What follows belongs to an exercise in optimizing a design on an open flow for small area, a short achievable clock period and few clock cycles; a production flow would make more cautious choices.
The RTL was checked by simulation tests, not by an equivalence proof against the original design.
No activity file was given, so power comes from the tool's default toggle rates.

==> design/flow/design.v <==
module cpu(clk, reset, in, out, mem_addr, mem_cmd, halt);
  input clk, reset;
  input [15:0] in;
  output [15:0] out;
  output [8:0] mem_addr;
  output [1:0] mem_cmd;
  output halt;
  reg [15:0] R0, R1, R2, R3, R4, R5, R6, R7;
  reg [12:0] ir;        
  reg        ir_v;      
  reg        rn;        
  reg        hs;        
  reg        mi, md;    
  reg        r_ld, r_eq, r_ne, r_lt, r_le;   
  reg [8:0]  mar;       
  reg        hz;        
  reg        infl;      
  reg [8:0]  pcf;       
  reg        go;        
  reg        ldwb;      
  reg [2:0]  ld_rd;
  reg        halted;
  reg        fz, flt;   
  reg c_mov, c_movi, c_bl, c_bx, c_ldr, c_str, c_hlt, c_add, c_cmp, c_and, c_mvn;
  reg c_wr;             
  reg [2:0] wa_r;
  reg j_al, j_eq, j_ne, j_lt, j_le;    
  reg [7:0] asel, bsel;                
  function [15:0] rsel(input [2:0] s, input [15:0] a0, a1, a2, a3, a4, a5, a6, a7);
    case (s)
      3'd0: rsel = a0; 3'd1: rsel = a1; 3'd2: rsel = a2; 3'd3: rsel = a3;
      3'd4: rsel = a4; 3'd5: rsel = a5; 3'd6: rsel = a6; default: rsel = a7;
    endcase
  endfunction
  function [15:0] hsel(input [7:0] s, input [15:0] a0, a1, a2, a3, a4, a5, a6, a7);
    hsel = ({16{s[0]}} & a0) | ({16{s[1]}} & a1) | ({16{s[2]}} & a2) | ({16{s[3]}} & a3) |
           ({16{s[4]}} & a4) | ({16{s[5]}} & a5) | ({16{s[6]}} & a6) | ({16{s[7]}} & a7);
  endfunction
  function [7:0] dec8(input [2:0] n);
    dec8 = 8'b1 << n;
  endfunction
  wire [8:0] pce = pcf - {8'b0, infl};
  wire run  = rn;                               
  wire hzst = hs;                               
  wire [8:0] mar_e = {mar[8:5] + {md, md, md, mi | md}, mar[4:0]};
  wire [15:0] ra = hsel(asel, R0, R1, R2, R3, R4, R5, R6, R7);
  wire [15:0] rb = hsel(bsel, R0, R1, R2, R3, R4, R5, R6, R7);
  reg [15:0] sb;
  always @* begin
    case (ir[4:3])
      2'b00: sb = rb;
      2'b01: sb = {rb[14:0], 1'b0};
      2'b10: sb = {1'b0, rb[15:1]};
      default: sb = {rb[15], rb[15:1]};
    endcase
  end
  wire        sub = c_cmp;
  wire [15:0] sum = ra + (sub ? ~sb : sb) + {15'b0, sub};
  reg  [15:0] other;    
  always @* begin
    if (ldwb) other = in;
    else if (c_movi) other = {{8{ir[7]}}, ir[7:0]};
    else if (c_bl) other = {8'b0, pce[7:0]};
    else if (c_mov) other = sb;
    else if (c_and) other = ra & sb;
    else other = ~sb;
  end
  wire [15:0] wd = (c_add & ~ldwb) ? sum : other;
  wire redirect = run & (j_al | (j_eq & fz) | (j_ne & ~fz) | (j_lt & flt) | (j_le & (flt | fz)));
  wire msel = r_ld | (r_eq & fz) | (r_ne & ~fz) | (r_lt & flt) | (r_le & (flt | fz));
  wire dmem  = run & (c_ldr | c_str);
  wire fetch = go & ~halted & ~dmem & ~(run & c_hlt);
  assign mem_addr = msel ? mar_e : (hzst ? pce : pcf);
  assign mem_cmd  = {fetch | (run & c_ldr), run & c_str};
  assign out      = rb;
  assign halt     = halted | (run & c_hlt);
  wire sthit = run & c_str & infl & (mar_e == pce);
  wire        we = ldwb ? go : (run & c_wr);
  wire [2:0]  wa = ldwb ? ld_rd : wa_r;
  always @(posedge clk) begin
    if (we & (wa == 3'd0)) R0 <= wd;
    if (we & (wa == 3'd1)) R1 <= wd;
    if (we & (wa == 3'd2)) R2 <= wd;
    if (we & (wa == 3'd3)) R3 <= wd;
    if (we & (wa == 3'd4)) R4 <= wd;
    if (we & (wa == 3'd5)) R5 <= wd;
    if (we & (wa == 3'd6)) R6 <= wd;
    if (we & (wa == 3'd7)) R7 <= wd;
  end
  wire [2:0] iop  = in[15:13];
  wire       d_mov = iop == 3'b110;
  wire       d_alu = iop == 3'b101;
  wire       d_ldr = iop == 3'b011;
  wire       d_str = iop == 3'b100;
  wire       d_b   = iop == 3'b001;
  wire       d_bl  = (iop == 3'b010) & in[12];
  wire       d_bx  = (iop == 3'b010) & ~in[12];
  wire [15:0] d_rv = rsel(in[10:8], R0, R1, R2, R3, R4, R5, R6, R7);
  wire [5:0] d_lo  = {1'b0, d_rv[4:0]} + {1'b0, in[4:0]};
  wire       d_jmp = d_b | d_bl;
  wire [8:0] d_mar = d_jmp ? pcf + {in[7], in[7:0]} : {d_rv[8:5], d_lo[4:0]};
  wire       d_mi  = ~d_jmp & d_lo[5] & ~in[4];
  wire       d_md  = ~d_jmp & ~d_lo[5] & in[4];
  wire       d_hz  = ((d_ldr | d_str) & (rn | hs) & (c_wr | c_ldr) & (wa_r == in[10:8])) | d_bx;
  wire [2:0] d_rb  = (d_str | (iop == 3'b010)) ? in[7:5] : in[2:0];
  wire [8:0] e_mar = c_bx ? rb[8:0] : ra[8:0] + {{4{ir[4]}}, ir[4:0]};
  wire ir_ld = ~(ir_v & (ldwb | hzst));
  reg  ir_v_n, ldwb_n, halted_n;
  wire xv_n = go & ir_v_n & ~ldwb_n & ~halted_n;
  wire hz_n   = ir_ld ? d_hz : (hzst ? 1'b0 : hz);
  wire ldst_n = ir_ld ? (d_ldr | d_str) : (c_ldr | c_str);
  wire jal_n  = ir_ld ? ((d_b & (in[10:8] == 3'b000)) | d_bl | d_bx) : j_al;
  wire jeq_n  = ir_ld ? (d_b & (in[10:8] == 3'b001)) : j_eq;
  wire jne_n  = ir_ld ? (d_b & (in[10:8] == 3'b010)) : j_ne;
  wire jlt_n  = ir_ld ? (d_b & (in[10:8] == 3'b011)) : j_lt;
  wire jle_n  = ir_ld ? (d_b & (in[10:8] == 3'b100)) : j_le;
  always @* begin
    ir_v_n = ir_v; ldwb_n = 1'b0; halted_n = halted;
    if (go) begin
      if (ir_ld) ir_v_n = infl & ~redirect & ~sthit;
      ldwb_n = run & c_ldr;
      if (run & c_hlt) halted_n = 1'b1;
    end
  end
  always @(posedge clk) begin
    if (reset) begin
      go <= 1'b0; ir_v <= 1'b0; infl <= 1'b0; ldwb <= 1'b0; halted <= 1'b0;
      rn <= 1'b0; hs <= 1'b0; r_ld <= 1'b0; r_eq <= 1'b0; r_ne <= 1'b0; r_lt <= 1'b0; r_le <= 1'b0;
      pcf <= 9'd0;
    end else begin
      go <= 1'b1;
      ir_v <= ir_v_n; ldwb <= ldwb_n; halted <= halted_n;
      rn <= xv_n & ~hz_n;
      hs <= xv_n & hz_n;
      r_ld <= xv_n & ~hz_n & (ldst_n | jal_n);
      r_eq <= xv_n & ~hz_n & jeq_n;
      r_ne <= xv_n & ~hz_n & jne_n;
      r_lt <= xv_n & ~hz_n & jlt_n;
      r_le <= xv_n & ~hz_n & jle_n;
      if (go) begin
        infl <= fetch;
        if (fetch) pcf <= mem_addr + 9'd1;
        else if (sthit) pcf <= pce;
      end
    end
  end
  always @(posedge clk) begin
    if (ir_ld) begin
      ir    <= in[12:0];
      mar   <= d_mar;
      mi    <= d_mi;
      md    <= d_md;
      hz    <= d_hz;
      c_mov <= d_mov & ~in[12];
      c_movi <= d_mov & in[12];
      c_bl  <= d_bl;
      c_bx  <= d_bx;
      c_ldr <= d_ldr;
      c_str <= d_str;
      c_hlt <= iop == 3'b111;
      c_add <= d_alu & (in[12:11] == 2'b00);
      c_cmp <= d_alu & (in[12:11] == 2'b01);
      c_and <= d_alu & (in[12:11] == 2'b10);
      c_mvn <= d_alu & (in[12:11] == 2'b11);
      c_wr  <= d_mov | (d_alu & (in[12:11] != 2'b01)) | d_bl;
      wa_r  <= d_bl ? 3'd7 : (d_mov & in[12]) ? in[10:8] : in[7:5];
      j_al  <= (d_b & (in[10:8] == 3'b000)) | d_bl | d_bx;
      j_eq  <= d_b & (in[10:8] == 3'b001);
      j_ne  <= d_b & (in[10:8] == 3'b010);
      j_lt  <= d_b & (in[10:8] == 3'b011);
      j_le  <= d_b & (in[10:8] == 3'b100);
      asel  <= dec8(in[10:8]);
      bsel  <= dec8(d_rb);
    end else if (hzst) begin
      mar <= e_mar;
      mi  <= 1'b0;
      md  <= 1'b0;
      hz  <= 1'b0;
    end
    if (run & c_ldr) ld_rd <= wa_r;
    if (run & c_cmp) begin
      fz  <= (ra == sb);
      flt <= (ra[15] ^ sb[15]) ? ra[15] : sum[15];
    end
  end
endmodule
==> design/flow/flow/run.sh <==
#!/bin/bash
set -euo pipefail
bash standard.sh SETUP_SLACK_MARGIN=5.6 "BUFFER_PORTS_ARGS=-buffer_cell sky130_fd_sc_hd__buf_4" finish > standard_flow.log 2>&1
==> design/flow/standard.sh <==
#!/bin/bash
# synth_recipe.tcl (not shown) runs the flow's synth.tcl, then flattens the netlist and writes it again
# the make line also repeats each setting of config.mk as NAME=value (left out here)
make -C /OpenROAD-flow-scripts/flow DESIGN_CONFIG=/design/flow/config.mk WORK_HOME=/design/flow/orfs CLKGATE_MAP_FILE= SYNTH_SCRIPT=/design/flow/synth_recipe.tcl "${@:-finish}"
==> design/flow/config.mk <==
export PLATFORM = sky130hd
export DESIGN_NAME = cpu
export DESIGN_NICKNAME = cpu
export VERILOG_FILES = /design/flow/design.v
export SDC_FILE = /design/flow/constraint.sdc
export NUM_CORES = 4
export LEC_CHECK = 0
export CAP_MARGIN = 20
export CORE_MARGIN = 2
export CORE_UTILIZATION = 55
export CTS_BUF_LIST = sky130_fd_sc_hd__clkbuf_8
export SLEW_MARGIN = 20
==> design/flow/constraint.sdc <==
create_clock -name core_clock -period 10.0 [get_ports {clk}]
set_input_delay 2.0000 -clock core_clock [delete_from_list [all_inputs] [get_ports {clk}]]
set_output_delay 2.0000 -clock core_clock [all_outputs]
set_load 0.01 [all_outputs]
==> qor.csv, run 1 <==
stage,metric,value,unit
layout,share of cells above drive strength 1,0.169,
drt,mean routed wirelength per cell,25.3,um
global_route,largest net degree at the start of global routing,54,
setup_path,slowest CP cell,sky130_fd_sc_hd__edfxtp_1,
global_route,antenna violations before repair,2,
synth,synthesized area,13000,um2
clock_tree,clock transition at the register clock pins on the worst setup and hold paths after CTS,0.06,ns
setup_path,"Max FO, Critical Path",2,
timing,max frequency,231,MHz
drt,vias post-DR,11007,
flow_run,maxcap violations,0,
clock_tree,clock tree root driver cell,sky130_fd_sc_hd__clkbuf_8,
floorplan,Std-Cell Core Area,23300,um2
clock_tree,total of hold buffers inserted after clock tree synthesis,0,
timing,minimum period implied by the final worst setup slack,4.32,ns
synth,Mapped Cells,1266,
global_route,overall track demand over capacity in global routing,0.342,
placement,IO buf count,45,
timing,Hold Slack,0.480,ns
layout,filler instances,1949,
drt,average vias per placed instance,6.52,
timing,final count of hold timing violations,0,
synth,Synthesized Nets,1346,
timing,worst relative slew slack,0.252,
placement,routability congestion estimate from global placement,0.941,
timing,fin crit share,0.432,
global_route,via count of the first global-routing pass,10216,
synth,number of warnings printed during yosys synthesis,1,
floorplan,Chip Height,158,um
clock_tree,clk latency of the worst-skew pair,0.55,ns
pwr,Leak,5.67,nW
floorplan,# IOs,46,
global_route,GRT overflow,0,
clock_tree,Max Buffers Root-to-Sink,3,
synth,most common flop cell mapped by yosys,sky130_fd_sc_hd__edfxtp_1,
drt,count of unresolved DRC violations after routing,0,
placement,hpwl dp,29.5,mm
setup_path,worst path arrival time,2.32,ns
clock_tree,clock buffers created by TritonCTS,36,
drt,Total Wirelength,42.6,mm
floorplan,starting density of the core,0.557,
pwr,Max IR drop VDD,0.000137,V
layout,"commonest cells after routing, fill and taps aside","sky130_fd_sc_hd__edfxtp_1, sky130_fd_sc_hd__a22oi_1, sky130_fd_sc_hd__buf_4, sky130_fd_sc_hd__nand2_1, sky130_fd_sc_hd__a21oi_1",
layout,growth of design area from synthesis to finish,15.2,%
timing,worst clock skew on the final layout,0.0247,ns
setup_path,sequence of cells on the critical path,or2_2 > ha_1 > fa_2 > xnor2_2 > mux2i_2 > buf_4,
setup_path,endpoint class of the critical path,primary output,
synth,share of the yosys chip area belonging to registers,0.462,
layout,nets@finish,1421,
timing,final setup vio count,0,
timing,"Slew Viols, Final",0,
floorplan,number of cell rows,56,
global_route,wire length of the first global-routing pass,62.5,mm
setup_path,CP Class,flop to primary output,
floorplan,Die ar.,24900,um2
setup_path,delay of the slowest cell on the worst path,0.37,ns
clock_tree,depth of the CTS H-tree,2,
setup_path,critical path startpoint category,flop,
drt,First DRT Iteration DRCs,1574,
status,status,finished clean,
layout,"leading cell type in the layout, fill and taps excluded",sky130_fd_sc_hd__edfxtp_1,
synth,number of flops mapped to enable cells by yosys,182,
synth,"flops & latches, synth",209,
timing,final setup TNS,0,ns
synth,ys async rst share,0,
drt,antenna-violating nets left,0,
synth,"Avg Cell Area, Syn",10.3,um2
timing,Tightest Pin Transition,1.11,ns
floorplan,die outline width,158,um
hold_path,path category of the worst min-delay check,flop to flop,
timing,unrepaired setup endpoints after global routing,false,
layout,antenna diode instance count,0,
clock_tree,number of clock sinks,209,
pwr,pwr dens,168,nW/um2
setup_path,required arrival time at the worst endpoint,8.00,ns
clock_tree,TritonCTS clock tree,done,
drt,number of search-and-repair iterations in the first detailed-routing pass,7,
synth,count of distinct cell types in the synthesized netlist,75,
==> stage by stage <==
step           power [mW]  utilization  setup slack, ns  area [um2]  instances
2_1_floorplan        1.44            -             5.61       13000       1266
3_3_place_gp         1.61        0.582             4.96       13600       1566
3_5_place_dp         1.62        0.582             4.92       13600       1567
4_1_cts              2.48        0.627             5.60       14600       1652
5_1_grt              2.62        0.642             5.60       15000       1688
6_report             2.51        0.642             5.68       15000       1688
==> critical path, delay by kind of cell (launching register included) <==
kind	cells	cell delay (ns)
xor gates and xnor gates	1	0.25
adders and majority gates	2	0.58
buffers and inverters	1	0.16
DFF	1	0.37
muxes	1	0.13
and+or+nand+nor	1	0.29
==> final timing paths <==
kind              startpoint           to  depth (start not counted)  slack, ns
setup / recovery          md  mem_addr[7]                          6       5.68
hold / removal        halted       halted                          2       0.48
setup reg to reg     bsel[0]       R5[13]                         15       5.80
hold reg to reg       halted       halted                          2       0.48
==> cell usage after synthesis, types with 4 or more instances <==
library cell / number / area share
sky130_fd_sc_hd__nor3b_1: 11 / 0.0064
sky130_fd_sc_hd__xor2_1: 37 / 0.025
sky130_fd_sc_hd__fa_1: 5 / 0.0077
sky130_fd_sc_hd__nor2b_1: 10 / 0.0048
sky130_fd_sc_hd__mux2i_1: 34 / 0.026
sky130_fd_sc_hd__a21o_1: 13 / 0.0075
sky130_fd_sc_hd__o31ai_1: 7 / 0.0040
sky130_fd_sc_hd__or2_2: 5 / 0.0024
sky130_fd_sc_hd__edfxtp_1: 182 / 0.42
sky130_fd_sc_hd__nand2b_1: 9 / 0.0043
sky130_fd_sc_hd__mux4_2: 4 / 0.0069
sky130_fd_sc_hd__nor3_1: 22 / 0.0085
sky130_fd_sc_hd__o21bai_1: 7 / 0.0040
sky130_fd_sc_hd__inv_1: 51 / 0.015
sky130_fd_sc_hd__ha_1: 57 / 0.055
sky130_fd_sc_hd__a31oi_1: 17 / 0.0082
sky130_fd_sc_hd__o22ai_1: 6 / 0.0029
sky130_fd_sc_hd__a22oi_1: 132 / 0.076
sky130_fd_sc_hd__dfxtp_1: 27 / 0.042
sky130_fd_sc_hd__mux2_2: 7 / 0.0061
sky130_fd_sc_hd__a221oi_1: 8 / 0.0054
sky130_fd_sc_hd__o21ai_0: 56 / 0.022
sky130_fd_sc_hd__xnor2_1: 48 / 0.032
sky130_fd_sc_hd__nand2_1: 88 / 0.025
sky130_fd_sc_hd__nor2_1: 89 / 0.026
sky130_fd_sc_hd__o211ai_1: 8 / 0.0046
sky130_fd_sc_hd__buf_1: 7 / 0.0020
sky130_fd_sc_hd__a21oi_1: 92 / 0.035
sky130_fd_sc_hd__o21a_1: 9 / 0.0052
sky130_fd_sc_hd__o31a_1: 5 / 0.0034
sky130_fd_sc_hd__a211oi_1: 13 / 0.0075
sky130_fd_sc_hd__clkbuf_1: 72 / 0.021
sky130_fd_sc_hd__nand4_1: 34 / 0.016
sky130_fd_sc_hd__nor4_1: 7 / 0.0034
sky130_fd_sc_hd__and3_1: 11 / 0.0053
sky130_fd_sc_hd__nand3_1: 13 / 0.0050
==> per-layer routing <==
layer,share of wire,vias up,global-route usage,routed length [um]
met5,0,-,0,0
met4,0.042,0,0.132,1810
met3,0.097,131,0.0624,4140
met2,0.46,651,0.541,19500
met1,0.40,5245,0.468,17200
li1,-,4980,-,-
==> report_power, final <==
| group | switching [mW] | internal (mW) |
|---|---|---|
| registers | 0.0301 | 0.997 |
| clock network | 0.371 | 0.477 |
| logic | 0.378 | 0.259 |
==> state kept, by name, indices dropped and copies added, names as in the netlist, 3 cells and up <==
signal and flops:
bsel 8, R2 16, R6 16, asel 8, pcf 9, R3 16, ld_rd 3, R0 16
R5 16, ir 8, mar 9, R7 16, wa_r 3, R4 16, R1 16
==> logic make-up after synthesis <==
logic type      Yosys count  synth area share
simple gates            318             0.123
compound gates          407             0.209
buf+inv                 136            0.0403
mux                      45            0.0392
fa+ha+maj                62            0.0626
xor+xnor                 89            0.0638
flops                   209             0.462
==> final cells by class <==
| cell class | count | area, um2 | area share |
|---|---|---|---|
| timing repair inverter | 1 | 5.00 | 0.000334 |
| clock inverter | 26 | 228 | 0.0152 |
| timing repair buffer | 118 | 915 | 0.0611 |
| multi-input combinational | 921 | 6660 | 0.445 |
| sequential | 209 | 6010 | 0.401 |
| inverter | 54 | 206 | 0.0138 |
| clock buffer | 40 | 551 | 0.0368 |
| tap | 319 | 399 | 0.0267 |
==> timing repair <==
item                                    CTS  global route
gates resized for setup                  18            11
pin swaps                                 1             9
endpoints found under the hold margin     0             0
cloned                                    1             0
endpoints found under the setup margin   71            94
buffers inserted                         18            35
Testbench counts, summed over its fixed seeds: cycles 35,090.
==> run 2: changes to the inputs <==
--- a/design/flow/config.mk
+++ b/design/flow/config.mk
@@ -7,6 +7,6 @@
 export LEC_CHECK = 0
 export CAP_MARGIN = 20
 export CORE_MARGIN = 2
-export CORE_UTILIZATION = 55
+export CORE_UTILIZATION = 70
 export CTS_BUF_LIST = sky130_fd_sc_hd__clkbuf_8
 export SLEW_MARGIN = 20
==> run 2 against run 1 <==
Against the previous run: now fails the layout checks on capacitance limit, slew limit; via count rose by 5.8%; routed wire length grew 1.4%; critical path depth unchanged; die area fell by 21%; total power shrank 5.7%; fmax is 0.75% lower; clock power fell by 18%; worst hold slack improved by 0.0011 ns; clock skew is 0.0093 ns higher; worst setup slack got worse by 0.033 ns; flip-flop and latch count is the same.
==> qor.csv, run 2 <==
stage,metric,value,unit
layout,antenna diode instance count,0,
timing,max frequency,230,MHz
clock_tree,TritonCTS clock tree,done,
synth,count of distinct cell types in the synthesized netlist,75,
synth,most frequent cell after synthesis,sky130_fd_sc_hd__edfxtp_1,
timing,final setup vio count,0,
synth,most common flop cell mapped by yosys,sky130_fd_sc_hd__edfxtp_1,
clock_tree,clock tree root driver cell,sky130_fd_sc_hd__clkbuf_8,
synth,Synthesized Nets,1346,
setup_path,"Max FO, Critical Path",2,
synth,share of Yosys cell area claimed by the top area cell type,0.421,
setup_path,CP Class,flop to primary output,
synth,most numerous cell types in the synthesized netlist,"sky130_fd_sc_hd__edfxtp_1, sky130_fd_sc_hd__a22oi_1, sky130_fd_sc_hd__a21oi_1",
setup_path,critical path startpoint category,flop,
pwr,cell internal pwr,1.60,mW
floorplan,# IOs,46,
timing,unrepaired setup endpoints after global routing,false,
synth,Mapped Cells,1266,
pwr,clock group share of total power,0.295,
synth,combinational family with the most area after synthesis,compound AO/OA/AOI/OAI gates,
setup_path,delay of the slowest cell on the worst path,0.38,ns
floorplan,die outline width,140,um
timing,final setup TNS,0,ns
global_route,wire length of the first global-routing pass,65.1,mm
placement,IO buf count,45,
synth,synthesized-area fraction occupied by and/or/nand/nor cells,0.123,
timing,worst setup margin,5.65,ns
placement,hpwl dp,29.0,mm
timing,"Slew Viols, Final",10,
synth,number of warnings printed during yosys synthesis,1,
synth,share of the synthesized area in compound gates (AO/OA/AOI/OAI),0.209,
drt,average vias per placed instance,7.34,
pwr,Comb pwr share,0.271,
synth,largest area contributor in the synthesized netlist,sky130_fd_sc_hd__edfxtp_1,
pwr,switching pwr,0.767,mW
synth,area share of xor/xnor cells in the synthesized design,0.0638,
pwr,Leak,5.58,nW
clock_tree,clk latency of the worst-skew pair,0.54,ns
floorplan,number of cell rows,49,
synth,ys async rst share,0,
drt,Total Wirelength,43.2,mm
setup_path,worst path arrival time,2.35,ns
status,causes of the layout check failure,"capacitance limit, slew limit",
global_route,largest net degree at the start of global routing,55,
hold_path,Worst Hold Path Cells,2,
status,status,"complete, but fails checks",
synth,synthesized area,13000,um2
clock_tree,Max Buffers Root-to-Sink,3,
pwr,pwr dens,161,nW/um2
setup_path,number of gates on the worst path with buffers counted,6,
layout,growth of design area from synthesis to finish,13.1,%
floorplan,Die ar.,19700,um2
setup_path,slowest CP cell,sky130_fd_sc_hd__edfxtp_1,
clock_tree,total of hold buffers inserted after clock tree synthesis,0,
synth,top area cells in the synthesized netlist,"sky130_fd_sc_hd__edfxtp_1, sky130_fd_sc_hd__a22oi_1, sky130_fd_sc_hd__ha_1",
hold_path,path category of the worst min-delay check,flop to flop,
synth,number of flops mapped to enable cells by yosys,182,
pwr,Max IR drop VDD,0.000177,V
layout,"leading cell type in the layout, fill and taps excluded",sky130_fd_sc_hd__edfxtp_1,
timing,worst clock skew on the final layout,0.0341,ns
synth,"flops & latches, synth",209,
drt,antenna-violating nets left,0,
layout,nets@finish,1415,
drt,mean routed wirelength per cell,27.2,um
pwr,switching part of the total,0.324,
clock_tree,number of clock sinks,209,
layout,"commonest cells after routing, fill and taps aside","sky130_fd_sc_hd__edfxtp_1, sky130_fd_sc_hd__a22oi_1, sky130_fd_sc_hd__buf_4, sky130_fd_sc_hd__a21oi_1, sky130_fd_sc_hd__nand2_1",
timing,final count of hold timing violations,0,
setup_path,sequence of cells on the critical path,or2_2 > ha_1 > fa_2 > xnor2_2 > mux2i_2 > buf_4,
global_route,overall track demand over capacity in global routing,0.439,
pwr,sequential group share of total power,0.434,
global_route,antenna violations before repair,1,
global_route,via count of the first global-routing pass,11205,
timing,minimum period implied by the final worst setup slack,4.35,ns
drt,First DRT Iteration DRCs,1755,
setup_path,worst-case reg-to-reg path depth,13,
floorplan,Chip Height,140,um
clock_tree,depth of the CTS H-tree,2,
setup_path,required arrival time at the worst endpoint,8.00,ns
setup_path,Bufs and invs on worst path,1,
synth,"share of synthesized cell area in full adder, half adder and majority cells",0.0626,
timing,fin crit share,0.435,
floorplan,Std-Cell Core Area,18100,um2
synth,"Avg Cell Area, Syn",10.3,um2
setup_path,endpoint class of the critical path,primary output,
timing,worst relative slew slack,-0.00211,
timing,Tightest Pin Transition,1.50,ns
synth,share of the yosys chip area belonging to registers,0.462,
drt,count of unresolved DRC violations after routing,0,
setup_path,"delay-heaviest family, CP",adder cells,
clock_tree,clock buffers created by TritonCTS,36,
clock_tree,clock transition at the register clock pins on the worst setup and hold paths after CTS,0.06,ns
floorplan,starting density of the core,0.718,
placement,setup slack at placement,5.07,ns
drt,vias post-DR,11645,
global_route,GRT overflow,0,
flow_run,maxcap violations,1,
synth,proportion of synthesized area in mux cells,0.0392,
layout,share of cells above drive strength 1,0.164,
placement,routability congestion estimate from global placement,1.05,
drt,number of search-and-repair iterations in the first detailed-routing pass,7,
-- run 2: cell counts after synthesis --
No cell type changed its count.
-- run 2: cell families after synthesis --
family | Yosys count
xor+xnor | 89
mux | 45
flops | 209
fa+ha+maj | 62
simple gates | 318
compound gates | 407
buf+inv | 136
-- run 2: metal layers --
| layer | vias up | track usage | part of all wire |
|---|---|---|---|
| met5 | - | 0 | 0.00030 |
| met1 | 5363 | 0.567 | 0.34 |
| met3 | 255 | 0.111 | 0.14 |
| met4 | 2 | 0.237 | 0.071 |
| met2 | 1061 | 0.686 | 0.45 |
| li1 | 4964 | - | - |
-- run 2: through the flow --
step	util	instances	total power [mW]	instance area, um2	hold WS, ns
6_report	0.813	1587	2.37	14700	0.481
5_1_grt	0.813	1587	2.45	14700	0.516
4_1_cts	0.796	1563	2.32	14400	0.481
3_5_place_dp	0.742	1472	1.61	13400	0.468
3_3_place_gp	0.742	1472	1.60	13400	0.458
2_1_floorplan	-	1266	1.44	13000	0.434
-- run 2: layout make-up --
cell class                      count  area (um2)
Multi-Input combinational cell    921        6670
Clock buffer                       38         523
Timing Repair inverter              1        5.00
Tap cell                          229         287
Clock inverter                     23         101
Inverter                           54         210
Sequential cell                   209        6010
Fill cell                        1147        3390
Timing Repair Buffer              112         895
-- run 2: power by group through the flow --
| stage | sequential (mW) | combinational [mW] | clock [mW] |
|---|---|---|---|
| detailed placement | 1.06 | 0.545 | 0 |
| floorplan | 1.03 | 0.412 | 0 |
| global route | 1.03 | 0.685 | 0.736 |
| CTS | 1.03 | 0.589 | 0.698 |
| global placement | 1.06 | 0.535 | 0 |
| finish | 1.03 | 0.642 | 0.699 |
-- run 2: worst register-to-register path, cell delays in order (launching register included) --
cell	delay [ns]
sky130_fd_sc_hd__edfxtp_1	0.95
sky130_fd_sc_hd__a22oi_1	0.17
sky130_fd_sc_hd__nand4_1	0.29
sky130_fd_sc_hd__o21ba_2	0.25
sky130_fd_sc_hd__or2_2	0.32
sky130_fd_sc_hd__fa_1	0.46
sky130_fd_sc_hd__nor2b_1	0.12
sky130_fd_sc_hd__o21ai_0	0.10
sky130_fd_sc_hd__a21oi_1	0.26
sky130_fd_sc_hd__a21oi_1	0.14
sky130_fd_sc_hd__a31o_2	0.24
sky130_fd_sc_hd__o21ai_0	0.21
sky130_fd_sc_hd__xnor2_1	0.15
sky130_fd_sc_hd__a221oi_4	0.41
-- run 2: timing repair --
action,in CTS,in global routing
setup buffers,29,24
resized for setup,15,19
cloned,1,0
setup endpoints to repair,86,85
pin swaps,0,3
hold endpoints to repair,0,0
-- run 2: final timing paths --
path                start  slack, ns     endpoint
setup / recovery       md       5.65  mem_addr[7]
hold / removal     halted       0.48       halted
setup reg to reg  asel[6]       5.71       R1[14]
hold reg to reg    halted       0.48       halted
==> run 3: changes to the inputs <==
--- a/design/flow/design.v
+++ b/design/flow/design.v
@@ -98,6 +98,12 @@
   wire [15:0] d_rv = rsel(in[10:8], R0, R1, R2, R3, R4, R5, R6, R7);
   wire [5:0] d_lo  = {1'b0, d_rv[4:0]} + {1'b0, in[4:0]};
   wire       d_jmp = d_b | d_bl;
+  wire       d_j   = d_b & (in[7:0] != 8'd0);
+  wire       d_jal = (d_j & (in[10:8] == 3'b000)) | (d_bl & (in[7:0] != 8'd0)) | d_bx;
+  wire       d_jeq = d_j & (in[10:8] == 3'b001);
+  wire       d_jne = d_j & (in[10:8] == 3'b010);
+  wire       d_jlt = d_j & (in[10:8] == 3'b011);
+  wire       d_jle = d_j & (in[10:8] == 3'b100);
   wire [8:0] d_mar = d_jmp ? pcf + {in[7], in[7:0]} : {d_rv[8:5], d_lo[4:0]};
   wire       d_mi  = ~d_jmp & d_lo[5] & ~in[4];
   wire       d_md  = ~d_jmp & ~d_lo[5] & in[4];
@@ -109,11 +115,11 @@
   wire xv_n = go & ir_v_n & ~ldwb_n & ~halted_n;
   wire hz_n   = ir_ld ? d_hz : (hzst ? 1'b0 : hz);
   wire ldst_n = ir_ld ? (d_ldr | d_str) : (c_ldr | c_str);
-  wire jal_n  = ir_ld ? ((d_b & (in[10:8] == 3'b000)) | d_bl | d_bx) : j_al;
-  wire jeq_n  = ir_ld ? (d_b & (in[10:8] == 3'b001)) : j_eq;
-  wire jne_n  = ir_ld ? (d_b & (in[10:8] == 3'b010)) : j_ne;
-  wire jlt_n  = ir_ld ? (d_b & (in[10:8] == 3'b011)) : j_lt;
-  wire jle_n  = ir_ld ? (d_b & (in[10:8] == 3'b100)) : j_le;
+  wire jal_n  = ir_ld ? d_jal : j_al;
+  wire jeq_n  = ir_ld ? d_jeq : j_eq;
+  wire jne_n  = ir_ld ? d_jne : j_ne;
+  wire jlt_n  = ir_ld ? d_jlt : j_lt;
+  wire jle_n  = ir_ld ? d_jle : j_le;
   always @* begin
     ir_v_n = ir_v; ldwb_n = 1'b0; halted_n = halted;
     if (go) begin
@@ -164,11 +170,11 @@
       c_mvn <= d_alu & (in[12:11] == 2'b11);
       c_wr  <= d_mov | (d_alu & (in[12:11] != 2'b01)) | d_bl;
       wa_r  <= d_bl ? 3'd7 : (d_mov & in[12]) ? in[10:8] : in[7:5];
-      j_al  <= (d_b & (in[10:8] == 3'b000)) | d_bl | d_bx;
-      j_eq  <= d_b & (in[10:8] == 3'b001);
-      j_ne  <= d_b & (in[10:8] == 3'b010);
-      j_lt  <= d_b & (in[10:8] == 3'b011);
-      j_le  <= d_b & (in[10:8] == 3'b100);
+      j_al  <= d_jal;
+      j_eq  <= d_jeq;
+      j_ne  <= d_jne;
+      j_lt  <= d_jlt;
+      j_le  <= d_jle;
       asel  <= dec8(in[10:8]);
       bsel  <= dec8(d_rb);
     end else if (hzst) begin
--- a/design/flow/config.mk
+++ b/design/flow/config.mk
@@ -7,6 +7,6 @@
 export LEC_CHECK = 0
 export CAP_MARGIN = 20
 export CORE_MARGIN = 2
-export CORE_UTILIZATION = 70
+export CORE_UTILIZATION = 62
 export CTS_BUF_LIST = sky130_fd_sc_hd__clkbuf_8
 export SLEW_MARGIN = 20
==> run 3 against run 2 <==
Against the previous run: now clean on timing, DRC and antenna; flip-flop and latch count unchanged; worst hold slack better by 0.012 ns; largest cell class unchanged; die area up 12%; critical endpoint is now mem_addr[6]; register-to-register slack better by 0.09 ns; cell count increased by 2.6%; highest routed layer unchanged; sequential power is essentially flat; total power grew 8.9%; sequential share of layout area decreased by 0.38 points; non-clock buffer count increased by 5; synthesized cell count down 0.63%; critical path depth grew 5; clock-buffer cell count increased by 2.
==> qor.csv, run 3 <==
stage,metric,value,unit
global_route,antenna violations before repair,1,
synth,share of Yosys cell area claimed by the top area cell type,0.422,
layout,Final Instance Count excl. Fillers,1629,
synth,number of flops mapped to enable cells by yosys,182,
pwr,pwr dens,174,nW/um2
flow_run,maxcap violations,0,
timing,worst relative slew slack,0.220,
layout,fin util,0.729,
floorplan,# IOs,46,
drt,First DRT Iteration DRCs,1666,
synth,share of the yosys chip area belonging to registers,0.464,
timing,Tightest Pin Transition,1.16,ns
clock_tree,TritonCTS clock tree,done,
synth,largest area contributor in the synthesized netlist,sky130_fd_sc_hd__edfxtp_1,
timing,"Slew Viols, Final",0,
clock_tree,clock tree root driver cell,sky130_fd_sc_hd__clkbuf_8,
timing,final setup vio count,0,
drt,number of search-and-repair iterations in the first detailed-routing pass,6,
synth,Mapped Cells,1258,
timing,minimum period implied by the final worst setup slack,4.42,ns
synth,most frequent cell after synthesis,sky130_fd_sc_hd__edfxtp_1,
layout,nets@finish,1411,
drt,antenna-violating nets left,0,
synth,synthesized area,12900,um2
synth,"flops & latches, synth",209,
floorplan,Chip Height,148,um
global_route,overall track demand over capacity in global routing,0.374,
placement,IO buf count,45,
clock_tree,clock buffers created by TritonCTS,37,
synth,Synthesized Nets,1338,
setup_path,endpoint class of the critical path,primary output,
timing,final count of hold timing violations,0,
clock_tree,clock transition at the register clock pins on the worst setup and hold paths after CTS,0.06,ns
drt,average vias per placed instance,6.82,
floorplan,number of cell rows,52,
global_route,largest net degree at the start of global routing,51,
layout,growth of design area from synthesis to finish,14.7,%
placement,placed instance count,1506,
clock_tree,number of clock sinks,209,
clock_tree,Max Buffers Root-to-Sink,3,
hold_path,path category of the worst min-delay check,flop to flop,
synth,ys async rst share,0,
placement,hpwl dp,28.0,mm
setup_path,critical path startpoint category,flop,
timing,max frequency,226,MHz
floorplan,Std-Cell Core Area,20400,um2
timing,worst clock skew on the final layout,0.0272,ns
pwr,Leak,5.65,nW
synth,"Avg Cell Area, Syn",10.3,um2
synth,count of distinct cell types in the synthesized netlist,72,
layout,"commonest cells after routing, fill and taps aside","sky130_fd_sc_hd__edfxtp_1, sky130_fd_sc_hd__a22oi_1, sky130_fd_sc_hd__buf_4, sky130_fd_sc_hd__nand2_1, sky130_fd_sc_hd__nor2_1",
clock_tree,total of hold buffers inserted after clock tree synthesis,0,
synth,most numerous cell types in the synthesized netlist,"sky130_fd_sc_hd__edfxtp_1, sky130_fd_sc_hd__a22oi_1, sky130_fd_sc_hd__nand2_1",
drt,mean routed wirelength per cell,25.5,um
floorplan,die outline width,148,um
drt,count of unresolved DRC violations after routing,0,
pwr,Max IR drop VDD,0.000140,V
setup_path,"Max FO, Critical Path",3,
status,status,finished clean,
setup_path,worst path arrival time,2.42,ns
setup_path,CP Class,flop to primary output,
timing,final setup TNS,0,ns
timing,fin crit share,0.442,
global_route,wire length of the first global-routing pass,61.7,mm
floorplan,Die ar.,22000,um2
global_route,GRT overflow,0,
synth,top area cells in the synthesized netlist,"sky130_fd_sc_hd__edfxtp_1, sky130_fd_sc_hd__a22oi_1, sky130_fd_sc_hd__ha_1",
floorplan,starting density of the core,0.635,
drt,vias post-DR,11109,
timing,unrepaired setup endpoints after global routing,true,
placement,setup slack at placement,5.00,ns
synth,number of warnings printed during yosys synthesis,1,
placement,routability congestion estimate from global placement,0.946,
layout,"leading cell type in the layout, fill and taps excluded",sky130_fd_sc_hd__edfxtp_1,
setup_path,required arrival time at the worst endpoint,8.00,ns
layout,antenna diode instance count,0,
global_route,via count of the first global-routing pass,10297,
synth,most common flop cell mapped by yosys,sky130_fd_sc_hd__edfxtp_1,
drt,Total Wirelength,41.5,mm
timing,worst setup margin,5.58,ns
layout,share of cells above drive strength 1,0.158,
clock_tree,clk latency of the worst-skew pair,0.57,ns
clock_tree,depth of the CTS H-tree,2,
-- run 3: changes by cell type after synthesis, moves of 8 or more --
cell	delta
sky130_fd_sc_hd__o21ai_0	-30
sky130_fd_sc_hd__a21oi_1	-21
sky130_fd_sc_hd__o21ai_1	+15
sky130_fd_sc_hd__a211oi_1	+10
sky130_fd_sc_hd__inv_1	-9
sky130_fd_sc_hd__nor2b_1	+8
sky130_fd_sc_hd__o211ai_1	+8
-- run 3: layer usage --
layer	GRT usage	routed length, um	part of all wire	vias up
li1	-	-	-	4970
met1	0.516	16400	0.39	5238
met2	0.575	18500	0.45	751
met3	0.0880	4810	0.12	148
met4	0.150	1770	0.043	2
met5	0	16	0.00039	-
-- run 3: worst paths after layout --
path         depth (start not counted)  slack (ns)    start          end
max                                 11        5.58   pcf[0]  mem_addr[6]
min                                  2        0.49   halted       halted
max reg2reg                         14        5.80  bsel[2]        R1[3]
min reg2reg                          2        0.49   halted       halted
-- run 3: cells by family after synthesis --
group / share of synthesized area
compound gates: 0.211
mux: 0.0365
fa+ha+maj: 0.0629
xor+xnor: 0.0594
buf+inv: 0.0392
simple gates: 0.127
flops: 0.464
-- run 3: repair_timing --
action                     4_1_cts  5_1_grt
resized for setup               22       18
buffers inserted                27       28
pin swaps                        2       15
setup endpoints to repair       69       78
-- run 3: report_power, final --
part	internal (mW)	leakage [nW]	switching [mW]	total, mW
sequential	0.999	1.98	0.0410	1.04
clock	0.502	0.437	0.378	0.880
combinational	0.278	3.24	0.381	0.660
-- run 3: area by class of cell --
class | instances | area [um2]
repair buffers | 117 | 886
well taps | 270 | 338
inverters | 49 | 186
clock inverters | 27 | 249
clock buffers | 40 | 551
flip-flops and latches | 209 | 6010
fillers | 1464 | 5520
multi-input cells | 917 | 6620
-- run 3: worst max-delay path, stage by stage, from the launching register on --
cell	delay, ns
sky130_fd_sc_hd__dfxtp_4	0.36
sky130_fd_sc_hd__inv_4	0.06
sky130_fd_sc_hd__ha_4	0.13
sky130_fd_sc_hd__ha_4	0.13
sky130_fd_sc_hd__nor3b_4	0.20
sky130_fd_sc_hd__buf_4	0.14
sky130_fd_sc_hd__nor3b_4	0.20
sky130_fd_sc_hd__nand2_1	0.09
sky130_fd_sc_hd__xnor2_1	0.17
sky130_fd_sc_hd__mux2i_2	0.19
sky130_fd_sc_hd__inv_1	0.07
sky130_fd_sc_hd__buf_6	0.12
-- run 3: per-stage QoR --
step / area [um2] / hold slack, ns / total power [mW]
floorplan: 12900 / 0.438 / 1.45
global placement: 13400 / 0.453 / 1.62
detailed placement: 13400 / 0.478 / 1.63
CTS: 14500 / 0.492 / 2.52
global route: 14800 / 0.536 / 2.67
finish: 14800 / 0.493 / 2.58
Testbench counts of run 3, summed over its fixed seeds: cycles 34,686.
==> run 4: changes to the inputs <==
--- a/design/flow/config.mk
+++ b/design/flow/config.mk
@@ -7,6 +7,7 @@
 export LEC_CHECK = 0
 export CAP_MARGIN = 20
 export CORE_MARGIN = 2
-export CORE_UTILIZATION = 62
+export CORE_UTILIZATION = 55
 export CTS_BUF_LIST = sky130_fd_sc_hd__clkbuf_8
 export SLEW_MARGIN = 20
+export TNS_END_PERCENT = 0
==> run 4 against run 3 <==
Against the previous run: still clean; non-clock buffer count fell by 20; cell count increased by 1.6%; utilization fell by 10 points; clock-buffer cell count shrank 2; critical path depth down 5; routed wire length grew 2.3%; worst hold slack worse by 0.022 ns; worst setup slack worse by 0.020 ns; total power shrank 6.1%.
==> qor.csv, run 4 <==
stage,metric,value,unit
synth,number of flops mapped to enable cells by yosys,182,
layout,share of cells above drive strength 1,0.136,
global_route,GRT overflow,0,
setup_path,slowest CP cell,sky130_fd_sc_hd__fa_1,
global_route,overall track demand over capacity in global routing,0.342,
timing,final setup TNS,0,ns
synth,Synthesized Nets,1338,
timing,"Slew Viols, Final",0,
floorplan,number of cell rows,56,
setup_path,launching element of the worst setup path,md,
layout,antenna diode instance count,0,
clock_tree,depth of the CTS H-tree,2,
setup_path,sequence of cells on the critical path,or2_2 > ha_1 > fa_1 > xnor2_4 > a21oi_2 > buf_4,
layout,"leading cell type in the layout, fill and taps excluded",sky130_fd_sc_hd__edfxtp_1,
global_route,wire length of the first global-routing pass,62.7,mm
floorplan,Die ar.,24800,um2
clock_tree,clock transition at the register clock pins on the worst setup and hold paths after CTS,0.06,ns
timing,unrepaired setup endpoints after global routing,true,
status,status,finished clean,
timing,worst clock skew on the final layout,0.0256,ns
timing,final setup vio count,0,
global_route,antenna violations before repair,0,
setup_path,worst-case reg-to-reg path depth,16,
timing,minimum period implied by the final worst setup slack,4.44,ns
drt,vias post-DR,10907,
setup_path,required arrival time at the worst endpoint,8.00,ns
setup_path,"delay-heaviest family, CP",adder cells,
drt,First DRT Iteration DRCs,1519,
synth,top area cells in the synthesized netlist,"sky130_fd_sc_hd__edfxtp_1, sky130_fd_sc_hd__a22oi_1, sky130_fd_sc_hd__ha_1",
floorplan,Chip Height,157,um
global_route,largest net degree at the start of global routing,51,
synth,ys async rst share,0,
synth,count of distinct cell types in the synthesized netlist,72,
drt,number of search-and-repair iterations in the first detailed-routing pass,5,
drt,Total Wirelength,42.4,mm
synth,most common flop cell mapped by yosys,sky130_fd_sc_hd__edfxtp_1,
setup_path,crit path capture,mem_addr[7],
timing,final count of hold timing violations,0,
synth,"Avg Cell Area, Syn",10.3,um2
synth,share of Yosys cell area claimed by the top area cell type,0.422,
clock_tree,number of clock sinks,209,
synth,most frequent cell after synthesis,sky130_fd_sc_hd__edfxtp_1,
floorplan,Std-Cell Core Area,23300,um2
clock_tree,TritonCTS clock tree,done,
drt,antenna-violating nets left,0,
synth,Mapped Cells,1258,
layout,footprint of the flip-flops and latches,6010,um2
layout,growth of design area from synthesis to finish,12.6,%
synth,synthesized area,12900,um2
hold_path,Worst Hold Path Cells,2,
pwr,Leak,5.51,nW
floorplan,starting density of the core,0.556,
flow_run,maxcap violations,0,
clock_tree,clock tree root driver cell,sky130_fd_sc_hd__clkbuf_8,
placement,routability congestion estimate from global placement,0.966,
setup_path,critical path startpoint category,flop,
pwr,Max IR drop VDD,0.000125,V
setup_path,number of gates on the worst path with buffers counted,6,
synth,number of warnings printed during yosys synthesis,1,
layout,final non-filler cell area,14600,um2
layout,multi-input combinational cell area,6590,um2
drt,count of unresolved DRC violations after routing,0,
setup_path,delay of the slowest cell on the worst path,0.45,ns
placement,Placed Instance Area,13500,um2
timing,Tightest Pin Transition,1.09,ns
timing,worst relative slew slack,0.264,
layout,"commonest cells after routing, fill and taps aside","sky130_fd_sc_hd__edfxtp_1, sky130_fd_sc_hd__a22oi_1, sky130_fd_sc_hd__nand2_1, sky130_fd_sc_hd__buf_4, sky130_fd_sc_hd__nor2_1",
placement,IO buf count,45,
setup_path,flop-to-flop setup slack,5.66,ns
clock_tree,clock buffers created by TritonCTS,36,
pwr,pwr dens,166,nW/um2
setup_path,launch point of the worst reg-to-reg path,bsel[2],
synth,most numerous cell types in the synthesized netlist,"sky130_fd_sc_hd__edfxtp_1, sky130_fd_sc_hd__a22oi_1, sky130_fd_sc_hd__nand2_1",
synth,"flops & latches, synth",209,
setup_path,"Max FO, Critical Path",3,
global_route,via count of the first global-routing pass,10152,
setup_path,Critical R2R Capture,R5[13],
drt,mean routed wirelength per cell,25.6,um
layout,nets@finish,1390,
clock_tree,Max Buffers Root-to-Sink,3,
timing,fin crit share,0.444,
hold_path,path category of the worst min-delay check,flop to flop,
clock_tree,clk latency of the worst-skew pair,0.56,ns
drt,average vias per placed instance,6.59,
setup_path,Bufs and invs on worst path,1,
placement,hpwl dp,29.1,mm
timing,max frequency,225,MHz
setup_path,endpoint class of the critical path,primary output,
synth,largest area contributor in the synthesized netlist,sky130_fd_sc_hd__edfxtp_1,
setup_path,worst path arrival time,2.44,ns
floorplan,die outline width,157,um
setup_path,CP Class,flop to primary output,
layout,filler instances,1950,
synth,share of the yosys chip area belonging to registers,0.464,
floorplan,# IOs,46,
## run 4: timing repair
action,4_1_cts,5_1_grt
setup endpoints to repair,85,79
hold endpoints to repair,0,0
resized for setup,11,14
buffers inserted,21,9
hold buffers,0,0
pin swaps,1,5
## run 4: worst min-delay path, stage by stage (launching register included)
cell,delay (ns)
sky130_fd_sc_hd__dfxtp_1,0.33
sky130_fd_sc_hd__a31oi_1,0.04
sky130_fd_sc_hd__nor2_1,0.07
## run 4: cell families (layout without fill, tap and decap cells)
group                    after synthesis  count (layout)  share of synthesized area
AO/OA/AOI/OAI                        396             396                      0.211
AND/OR/NAND/NOR                      332             332                      0.127
flip-flops                           209             209                      0.464
buffers and inverters                132             210                     0.0392
XOR/XNOR                              83              83                     0.0594
adder cells (fa/ha/maj)               62              62                     0.0629
multiplexers                          44              44                     0.0365
## run 4: metrics by stage
stage	power [mW]	worst slack, ns	hold slack (ns)	utilization	std cells
2_1_floorplan	1.45	5.59	0.438	-	1258
3_3_place_gp	1.63	5.02	0.452	0.580	1558
3_5_place_dp	1.63	4.85	0.459	0.580	1558
4_1_cts	2.39	5.44	0.472	0.619	1643
5_1_grt	2.52	5.42	0.487	0.627	1655
6_report	2.42	5.56	0.471	0.627	1655
## run 4: worst min path at each step
stage / start / endpoint / slack (ns)
finish: halted / halted / 0.47
global route: halted / halted / 0.49
CTS: halted / halted / 0.47
detailed placement: halted / halted / 0.46
global placement: halted / halted / 0.45
floorplan: halted / halted / 0.44
## run 4: power by group
group	leakage, nW	total, mW	internal, mW	switching [mW]
logic	3.14	0.644	0.265	0.380
clock network	0.395	0.741	0.382	0.359
registers	1.97	1.04	0.999	0.0383
## run 4: cell type report
cell class | instances | share of cell area
clock inverters | 26 | 0.0100
inverters | 49 | 0.0126
multi-input cells | 917 | 0.452
well taps | 319 | 0.0274
clock buffers | 38 | 0.0359
flip-flops and latches | 209 | 0.412
repair buffers | 97 | 0.0498
## run 4: routing by layer
metal / share of wire / GRT usage
met4: 0.037 / 0.133
met2: 0.45 / 0.528
met5: 0 / 0
met1: 0.42 / 0.482
met3: 0.093 / 0.0617
==> run 5: changes to the inputs <==
--- a/design/flow/config.mk
+++ b/design/flow/config.mk
@@ -10,4 +10,3 @@
 export CORE_UTILIZATION = 55
 export CTS_BUF_LIST = sky130_fd_sc_hd__clkbuf_8
 export SLEW_MARGIN = 20
-export TNS_END_PERCENT = 0
==> run 5 against run 4 <==
Against the previous run: largest cell class unchanged; largest power group unchanged; critical path type unchanged; still clean; register-to-register slack better by 0.09 ns; flip-flop and latch count unchanged; highest routed layer unchanged; global-route usage up 0.071 points.
==> qor.csv, run 5 <==
stage,metric,value,unit
status,status,finished clean,
drt,Total Wirelength,42.6,mm
drt,mean routed wirelength per cell,25.5,um
placement,IO buf count,45,
setup_path,Bufs and invs on worst path,3,
clock_tree,number of clock sinks,209,
timing,final setup TNS,0,ns
floorplan,number of cell rows,56,
layout,final non-filler cell area,14700,um2
synth,synthesized area,12900,um2
global_route,largest net degree at the start of global routing,51,
pwr,Leak,5.59,nW
pwr,pwr dens,166,nW/um2
setup_path,"delay-heaviest family, CP",simple AND/OR/NAND/NOR gates,
global_route,antenna violations before repair,0,
floorplan,Std-Cell Core Area,23300,um2
timing,max frequency,228,MHz
hold_path,path category of the worst min-delay check,flop to flop,
pwr,Comb pwr share,0.272,
setup_path,slowest CP cell,sky130_fd_sc_hd__dfxtp_2,
setup_path,worst path arrival time,2.38,ns
pwr,Max IR drop VDD,0.000124,V
pwr,Total Power Consumption,2.44,mW
placement,routability congestion estimate from global placement,0.966,
layout,filler instances,1940,
layout,share of cells above drive strength 1,0.154,
synth,number of flops mapped to enable cells by yosys,182,
global_route,via count of the first global-routing pass,10170,
global_route,overall track demand over capacity in global routing,0.343,
synth,number of warnings printed during yosys synthesis,1,
setup_path,critical path startpoint category,flop,
placement,placed instance count,1558,
synth,ys async rst share,0,
timing,unrepaired setup endpoints after global routing,true,
synth,Synthesized Nets,1338,
synth,most common flop cell mapped by yosys,sky130_fd_sc_hd__edfxtp_1,
timing,Hold Slack,0.471,ns
placement,hpwl dp,29.1,mm
timing,fin crit share,0.438,
clock_tree,TritonCTS clock tree,done,
layout,Final Instance Count excl. Fillers,1671,
placement,Placed Instance Area,13500,um2
timing,minimum period implied by the final worst setup slack,4.38,ns
synth,count of distinct cell types in the synthesized netlist,72,
floorplan,Chip Height,157,um
setup_path,delay of the slowest cell on the worst path,0.33,ns
setup_path,endpoint class of the critical path,primary output,
timing,worst setup margin,5.62,ns
drt,antenna-violating nets left,0,
drt,vias post-DR,10997,
synth,top area cells in the synthesized netlist,"sky130_fd_sc_hd__edfxtp_1, sky130_fd_sc_hd__a22oi_1, sky130_fd_sc_hd__ha_1",
clock_tree,clk latency of the worst-skew pair,0.56,ns
timing,Tightest Pin Transition,1.05,ns
global_route,wire length of the first global-routing pass,62.8,mm
pwr,cell internal pwr,1.66,mW
setup_path,"Max FO, Critical Path",3,
pwr,switching pwr,0.784,mW
synth,"flops & latches, synth",209,
clock_tree,clock buffers created by TritonCTS,36,
flow_run,maxcap violations,0,
setup_path,sequence of cells on the critical path,inv_2 > ha_4 > ha_4 > nor3b_4 > nor3b_4 > nand2_1 > xnor2_1 > mux2i_1 > inv_1 > buf_6,
synth,most numerous cell types in the synthesized netlist,"sky130_fd_sc_hd__edfxtp_1, sky130_fd_sc_hd__a22oi_1, sky130_fd_sc_hd__nand2_1",
synth,most frequent cell after synthesis,sky130_fd_sc_hd__edfxtp_1,
synth,"Avg Cell Area, Syn",10.3,um2
synth,share of the yosys chip area belonging to registers,0.464,
layout,antenna diode instance count,0,
floorplan,die outline width,157,um
clock_tree,total of hold buffers inserted after clock tree synthesis,0,
layout,nets@finish,1406,
clock_tree,clock transition at the register clock pins on the worst setup and hold paths after CTS,0.06,ns
drt,First DRT Iteration DRCs,1515,
pwr,sequential group share of total power,0.425,
global_route,GRT overflow,0,
floorplan,Die ar.,24800,um2
placement,setup slack at placement,4.85,ns
drt,average vias per placed instance,6.58,
timing,worst relative slew slack,0.298,
layout,"commonest cells after routing, fill and taps aside","sky130_fd_sc_hd__edfxtp_1, sky130_fd_sc_hd__a22oi_1, sky130_fd_sc_hd__buf_4, sky130_fd_sc_hd__nand2_1, sky130_fd_sc_hd__nor2_1",
setup_path,CP Class,flop to primary output,
clock_tree,Max Buffers Root-to-Sink,3,
setup_path,required arrival time at the worst endpoint,8.00,ns
layout,fin util,0.634,
synth,Mapped Cells,1258,
floorplan,# IOs,46,
timing,"Slew Viols, Final",0,
clock_tree,clock tree root driver cell,sky130_fd_sc_hd__clkbuf_8,
pwr,switching part of the total,0.321,
synth,share of Yosys cell area claimed by the top area cell type,0.422,
timing,worst clock skew on the final layout,0.0317,ns
timing,final setup vio count,0,
layout,growth of design area from synthesis to finish,13.9,%
pwr,clock group share of total power,0.303,
synth,largest area contributor in the synthesized netlist,sky130_fd_sc_hd__edfxtp_1,
layout,"leading cell type in the layout, fill and taps excluded",sky130_fd_sc_hd__edfxtp_1,
timing,final count of hold timing violations,0,
clock_tree,depth of the CTS H-tree,2,
drt,count of unresolved DRC violations after routing,0,
floorplan,starting density of the core,0.556,
drt,number of search-and-repair iterations in the first detailed-routing pass,6,
## run 5: power by group through the flow
stage / Combinational (mW) / Clock (mW) / Sequential, mW
after CTS: 0.614 / 0.748 / 1.04
after global placement: 0.565 / 0 / 1.06
final: 0.665 / 0.740 / 1.04
after floorplan: 0.421 / 0 / 1.03
after global routing: 0.719 / 0.786 / 1.04
after detailed placement: 0.570 / 0 / 1.06
## run 5: layer usage
layer | global-route usage | up-vias | share of wire
li1 | - | 4946 | -
met1 | 0.481 | 5260 | 0.42
met2 | 0.530 | 670 | 0.45
met3 | 0.0619 | 121 | 0.092
met4 | 0.135 | 0 | 0.039
met5 | 0 | - | 0
## run 5: cell type report
class / count / area [um2] / share of cell area
Clock buffer: 38 / 523 / 0.0355
Clock inverter: 26 / 146 / 0.00993
Inverter: 49 / 184 / 0.0125
Multi-Input combinational cell: 917 / 6630 / 0.450
Sequential cell: 209 / 6010 / 0.408
Tap cell: 319 / 399 / 0.0271
Timing Repair Buffer: 113 / 850 / 0.0576
## run 5: logic make-up (layout without fill, tap and decap cells)
family / count (synthesis) / after routing / synth area share
multiplexers: 44 / 44 / 0.0365
AO/OA/AOI/OAI: 396 / 396 / 0.211
adder cells (fa/ha/maj): 62 / 62 / 0.0629
XOR/XNOR: 83 / 83 / 0.0594
flip-flops: 209 / 209 / 0.464
AND/OR/NAND/NOR: 332 / 332 / 0.127
buffers and inverters: 132 / 226 / 0.0392
## run 5: what timing repair did
| action | 4_1_cts | 5_1_grt |
|---|---|---|
| pin swaps | 2 | 16 |
| gates cloned | 0 | 0 |
| gates resized for setup | 23 | 16 |
| setup buffers | 23 | 24 |
| endpoints found under the setup margin | 85 | 87 |
## run 5: worst paths after layout
kind	start	endpoint	slack [ns]	cells past startpoint
worst min-delay path	halted	halted	0.47	2
worst min register to register	halted	halted	0.47	2
worst max-delay path	pcf[0]	mem_addr[6]	5.62	10
worst max register to register	bsel[2]	R4[14]	5.75	17
## run 5: tightest hold or removal path, cell delays in order (launching register included)
cell and delay [ns]:
sky130_fd_sc_hd__dfxtp_1 0.33, sky130_fd_sc_hd__a31oi_1 0.04, sky130_fd_sc_hd__nor2_1 0.07
==> run 6: changes to the inputs <==
--- a/design/flow/design.v
+++ b/design/flow/design.v
@@ -42,7 +42,10 @@
   wire [8:0] pce = pcf - {8'b0, infl};
   wire run  = rn;                               
   wire hzst = hs;                               
-  wire [8:0] mar_e = {mar[8:5] + {md, md, md, mi | md}, mar[4:0]};
+  wire [3:0] mar_hi = mar[8:5];
+  wire [3:0] mar_hp = mar_hi + 4'd1;
+  wire [3:0] mar_hm = mar_hi - 4'd1;
+  wire [8:0] mar_e = {mi ? mar_hp : md ? mar_hm : mar_hi, mar[4:0]};
   wire [15:0] ra = hsel(asel, R0, R1, R2, R3, R4, R5, R6, R7);
   wire [15:0] rb = hsel(bsel, R0, R1, R2, R3, R4, R5, R6, R7);
   reg [15:0] sb;
@@ -70,7 +73,7 @@
   wire msel = r_ld | (r_eq & fz) | (r_ne & ~fz) | (r_lt & flt) | (r_le & (flt | fz));
   wire dmem  = run & (c_ldr | c_str);
   wire fetch = go & ~halted & ~dmem & ~(run & c_hlt);
-  assign mem_addr = msel ? mar_e : (hzst ? pce : pcf);
+  assign mem_addr = msel ? mar_e : pcf;
   assign mem_cmd  = {fetch | (run & c_ldr), run & c_str};
   assign out      = rb;
   assign halt     = halted | (run & c_hlt);
@@ -145,7 +148,7 @@
       r_le <= xv_n & ~hz_n & jle_n;
       if (go) begin
         infl <= fetch;
-        if (fetch) pcf <= mem_addr + 9'd1;
+        if (fetch) pcf <= mem_addr + {8'b0, ~(xv_n & hz_n)};
         else if (sthit) pcf <= pce;
       end
     end
==> design/flow/flow/run.sh (replaced) <==
#!/bin/bash
set -euo pipefail
bash standard.sh SETUP_SLACK_MARGIN=6.0 "BUFFER_PORTS_ARGS=-buffer_cell sky130_fd_sc_hd__buf_4" finish > standard_flow.log 2>&1
==> run 6 against run 5 <==
Against the previous run: still clean on timing, DRC and antenna; synthesized area fell by 0.35%; clock skew fell by 0.012 ns; worst hold slack improved by 0.028 ns; critical path type is now flop to flop; largest cell class unchanged.
==> qor.csv, run 6 <==
stage,metric,value,unit
status,status,finished clean,
synth,Synthesized Nets,1317,
synth,largest area contributor in the synthesized netlist,sky130_fd_sc_hd__edfxtp_1,
floorplan,die outline width,157,um
drt,antenna-violating nets left,0,
clock_tree,Max Buffers Root-to-Sink,3,
synth,"Avg Cell Area, Syn",10.4,um2
layout,"commonest cells after routing, fill and taps aside","sky130_fd_sc_hd__edfxtp_1, sky130_fd_sc_hd__buf_4, sky130_fd_sc_hd__a22oi_1, sky130_fd_sc_hd__nor2_1, sky130_fd_sc_hd__nand2_1",
clock_tree,clock transition at the register clock pins on the worst setup and hold paths after CTS,0.06,ns
layout,share of cells above drive strength 1,0.298,
clock_tree,clock tree root driver cell,sky130_fd_sc_hd__clkbuf_8,
synth,ys async rst share,0,
global_route,wire length of the first global-routing pass,66.5,mm
global_route,antenna violations before repair,0,
pwr,Leak,6.34,nW
flow_run,maxcap violations,0,
hold_path,path category of the worst min-delay check,flop to flop,
pwr,pwr dens,164,nW/um2
placement,routability congestion estimate from global placement,0.953,
synth,proportion of synthesized area in mux cells,0.0385,
setup_path,CP Class,flop to flop,
floorplan,number of cell rows,56,
timing,unrepaired setup endpoints after global routing,true,
timing,Tightest Pin Transition,1.18,ns
layout,growth of design area from synthesis to finish,27.6,%
drt,count of unresolved DRC violations after routing,0,
synth,"share of synthesized cell area in full adder, half adder and majority cells",0.0615,
setup_path,worst path arrival time,4.49,ns
drt,First DRT Iteration DRCs,1613,
synth,most frequent cell after synthesis,sky130_fd_sc_hd__edfxtp_1,
placement,Placed Instance Area,13500,um2
drt,Total Wirelength,46.4,mm
layout,antenna diode instance count,0,
timing,max frequency,238,MHz
synth,synthesized area,12900,um2
synth,"flops & latches, synth",209,
floorplan,# IOs,46,
clock_tree,TritonCTS clock tree,done,
drt,number of search-and-repair iterations in the first detailed-routing pass,7,
floorplan,Die ar.,24700,um2
timing,fin crit share,0.420,
setup_path,critical path startpoint category,flop,
synth,count of distinct cell types in the synthesized netlist,79,
placement,IO buf count,45,
synth,number of flops mapped to enable cells by yosys,182,
synth,share of the synthesized area in compound gates (AO/OA/AOI/OAI),0.207,
timing,worst clock skew on the final layout,0.0200,ns
floorplan,starting density of the core,0.554,
setup_path,flop-to-flop setup slack,5.80,ns
global_route,largest net degree at the start of global routing,42,
synth,combinational family with the most area after synthesis,compound AO/OA/AOI/OAI gates,
floorplan,Std-Cell Core Area,23300,um2
placement,hpwl dp,29.4,mm
layout,multi-input combinational cell area,7120,um2
timing,final count of hold timing violations,0,
synth,most numerous cell types in the synthesized netlist,"sky130_fd_sc_hd__edfxtp_1, sky130_fd_sc_hd__a22oi_1, sky130_fd_sc_hd__nor2_1",
global_route,overall track demand over capacity in global routing,0.364,
drt,average vias per placed instance,6.70,
synth,number of warnings printed during yosys synthesis,1,
pwr,Max IR drop VDD,0.000142,V
setup_path,required arrival time at the worst endpoint,10.29,ns
drt,mean routed wirelength per cell,26.4,um
timing,final setup vio count,0,
floorplan,Chip Height,157,um
drt,vias post-DR,11786,
timing,minimum period implied by the final worst setup slack,4.20,ns
setup_path,endpoint class of the critical path,flop,
setup_path,"Max FO, Critical Path",8,
synth,Mapped Cells,1238,
layout,final non-filler cell area,16400,um2
synth,top area cells in the synthesized netlist,"sky130_fd_sc_hd__edfxtp_1, sky130_fd_sc_hd__a22oi_1, sky130_fd_sc_hd__ha_1",
layout,nets@finish,1491,
clock_tree,clk latency of the worst-skew pair,0.55,ns
clock_tree,number of clock sinks,209,
synth,share of Yosys cell area claimed by the top area cell type,0.424,
layout,"leading cell type in the layout, fill and taps excluded",sky130_fd_sc_hd__edfxtp_1,
synth,area share of xor/xnor cells in the synthesized design,0.0569,
timing,"Slew Viols, Final",0,
synth,synthesized-area fraction occupied by and/or/nand/nor cells,0.130,
global_route,via count of the first global-routing pass,10783,
clock_tree,clock buffers created by TritonCTS,37,
timing,final setup TNS,0,ns
layout,footprint of the flip-flops and latches,6010,um2
synth,share of the yosys chip area belonging to registers,0.466,
synth,most common flop cell mapped by yosys,sky130_fd_sc_hd__edfxtp_1,
layout,filler instances,1715,
timing,worst relative slew slack,0.214,
global_route,GRT overflow,0,
clock_tree,depth of the CTS H-tree,2,
## run 6: logic make-up (layout without fill, tap and decap cells)
group,after synthesis,in the layout
AOI/OAI and AO/OA,391,391
and+or+nand+nor,322,322
DFF,209,209
xor gates and xnor gates,82,82
adders and majority gates,61,61
muxes,45,45
buffers and inverters,128,330
## run 6: layer usage
layer | share of wire | vias up | routed length [um] | global-route usage
met5 | 0 | - | 0 | 0
met4 | 0.045 | 0 | 2080 | 0.139
met3 | 0.12 | 176 | 5650 | 0.0840
met2 | 0.43 | 807 | 20100 | 0.539
met1 | 0.40 | 5649 | 18600 | 0.523
li1 | - | 5154 | - | -
## run 6: critical path: stages, from the launching register on
cell and delay, ns:
sky130_fd_sc_hd__edfxtp_1 0.46, sky130_fd_sc_hd__buf_4 0.21, sky130_fd_sc_hd__a22oi_1 0.29, sky130_fd_sc_hd__nand4_4 0.20
sky130_fd_sc_hd__a22o_4 0.30, sky130_fd_sc_hd__mux2_4 0.31, sky130_fd_sc_hd__fa_2 0.42, sky130_fd_sc_hd__a21o_1 0.19
sky130_fd_sc_hd__a21oi_2 0.19, sky130_fd_sc_hd__nor2b_2 0.08, sky130_fd_sc_hd__o211ai_1 0.24, sky130_fd_sc_hd__a31oi_1 0.16
sky130_fd_sc_hd__nand4_1 0.12, sky130_fd_sc_hd__nand4b_1 0.16, sky130_fd_sc_hd__xnor2_2 0.26, sky130_fd_sc_hd__a222oi_1 0.12
sky130_fd_sc_hd__buf_4 0.23
## run 6: what timing repair did
action | CTS | global route
gates resized for setup | 102 | 133
hold buffers | 0 | 0
endpoints found under the setup margin | 136 | 131
setup buffers | 104 | 46
gates cloned | 2 | 1
pin swaps | 31 | 74
## run 6: path summary, 6_finish.rpt
kind         startpoint      to  cells after the start
max             bsel[1]  R6[14]                     16
min                j_al    j_al                      2
max reg2reg     bsel[1]  R6[14]                     16
min reg2reg        j_al    j_al                      2
## run 6: where the power goes
group	switching (mW)	internal (mW)	total, mW
Clock	0.373	0.452	0.825
Combinational	0.462	0.380	0.842
Sequential	0.0325	0.999	1.03
## run 6: through the flow
| step | cells | setup slack [ns] | hold WS [ns] | util | total power, mW |
|---|---|---|---|---|---|
| 6_report | 1759 | 5.80 | 0.499 | 0.707 | 2.70 |
| 4_1_cts | 1711 | 5.86 | 0.499 | 0.666 | 2.56 |
| 3_5_place_dp | 1538 | 4.82 | 0.483 | 0.580 | 1.62 |
| 2_1_floorplan | 1238 | 5.61 | 0.447 | - | 1.44 |
| 5_1_grt | 1759 | 5.67 | 0.532 | 0.707 | 2.79 |
| 3_3_place_gp | 1538 | 4.95 | 0.479 | 0.580 | 1.62 |
## run 6: layout make-up
cell class	instances	share of cell area
flip-flops and latches	209	0.365
clock buffers	40	0.0335
multi-input cells	901	0.433
inverters	42	0.0103
well taps	319	0.0243
repair buffers	221	0.121
clock inverters	27	0.0125
Testbench counts of run 6, summed over its fixed seeds: cycles 34,686.

-- re-timing with driven ports --
The results above use ideal ports. As a check the final layouts listed here were re-extracted and re-timed, cells and wires unchanged. Step 1 (the two cells are an assumption about what drives the block):
set clk [get_ports {clk}]
set_driving_cell -lib_cell sky130_fd_sc_hd__clkbuf_16 $clk
set_driving_cell -lib_cell sky130_fd_sc_hd__buf_2 [delete_from_list [all_inputs] $clk]
Step 2 times the ports against the registers' clock, not the clock port: input delays grow and output delays shrink by t, the midpoint of the rising clock arrivals with the driver on. Three values: ideal, step 1, step 2; two values: the first two.
run	t (ns)	setup slack, ns	hold WS [ns]	worst data-port slew with drivers (ns)	cell pins on the clock port's net
run 1	0.585	5.679 / 5.631 / 5.186	0.480 / 0.480 / 0.480	0.03	1
run 2	0.564	5.647 / 5.607 / 5.215	0.481 / 0.481 / 0.481	0.04	1
run 3	0.605	5.578 / 5.531 / 5.201	0.493 / 0.493 / 0.493	0.04	1
run 4	0.590	5.559 / 5.512 / 5.225	0.471 / 0.471 / 0.471	0.03	1
run 5	0.591	5.621 / 5.574 / 5.217	0.471 / 0.471 / 0.471	0.03	1
run 6	0.586	5.796 / 5.762 / 5.448	0.499 / 0.499 / 0.499	0.19	1
The setup slack of run 1, which loses most, moves by -0.048 ns with the drivers and by -0.493 ns with both steps.
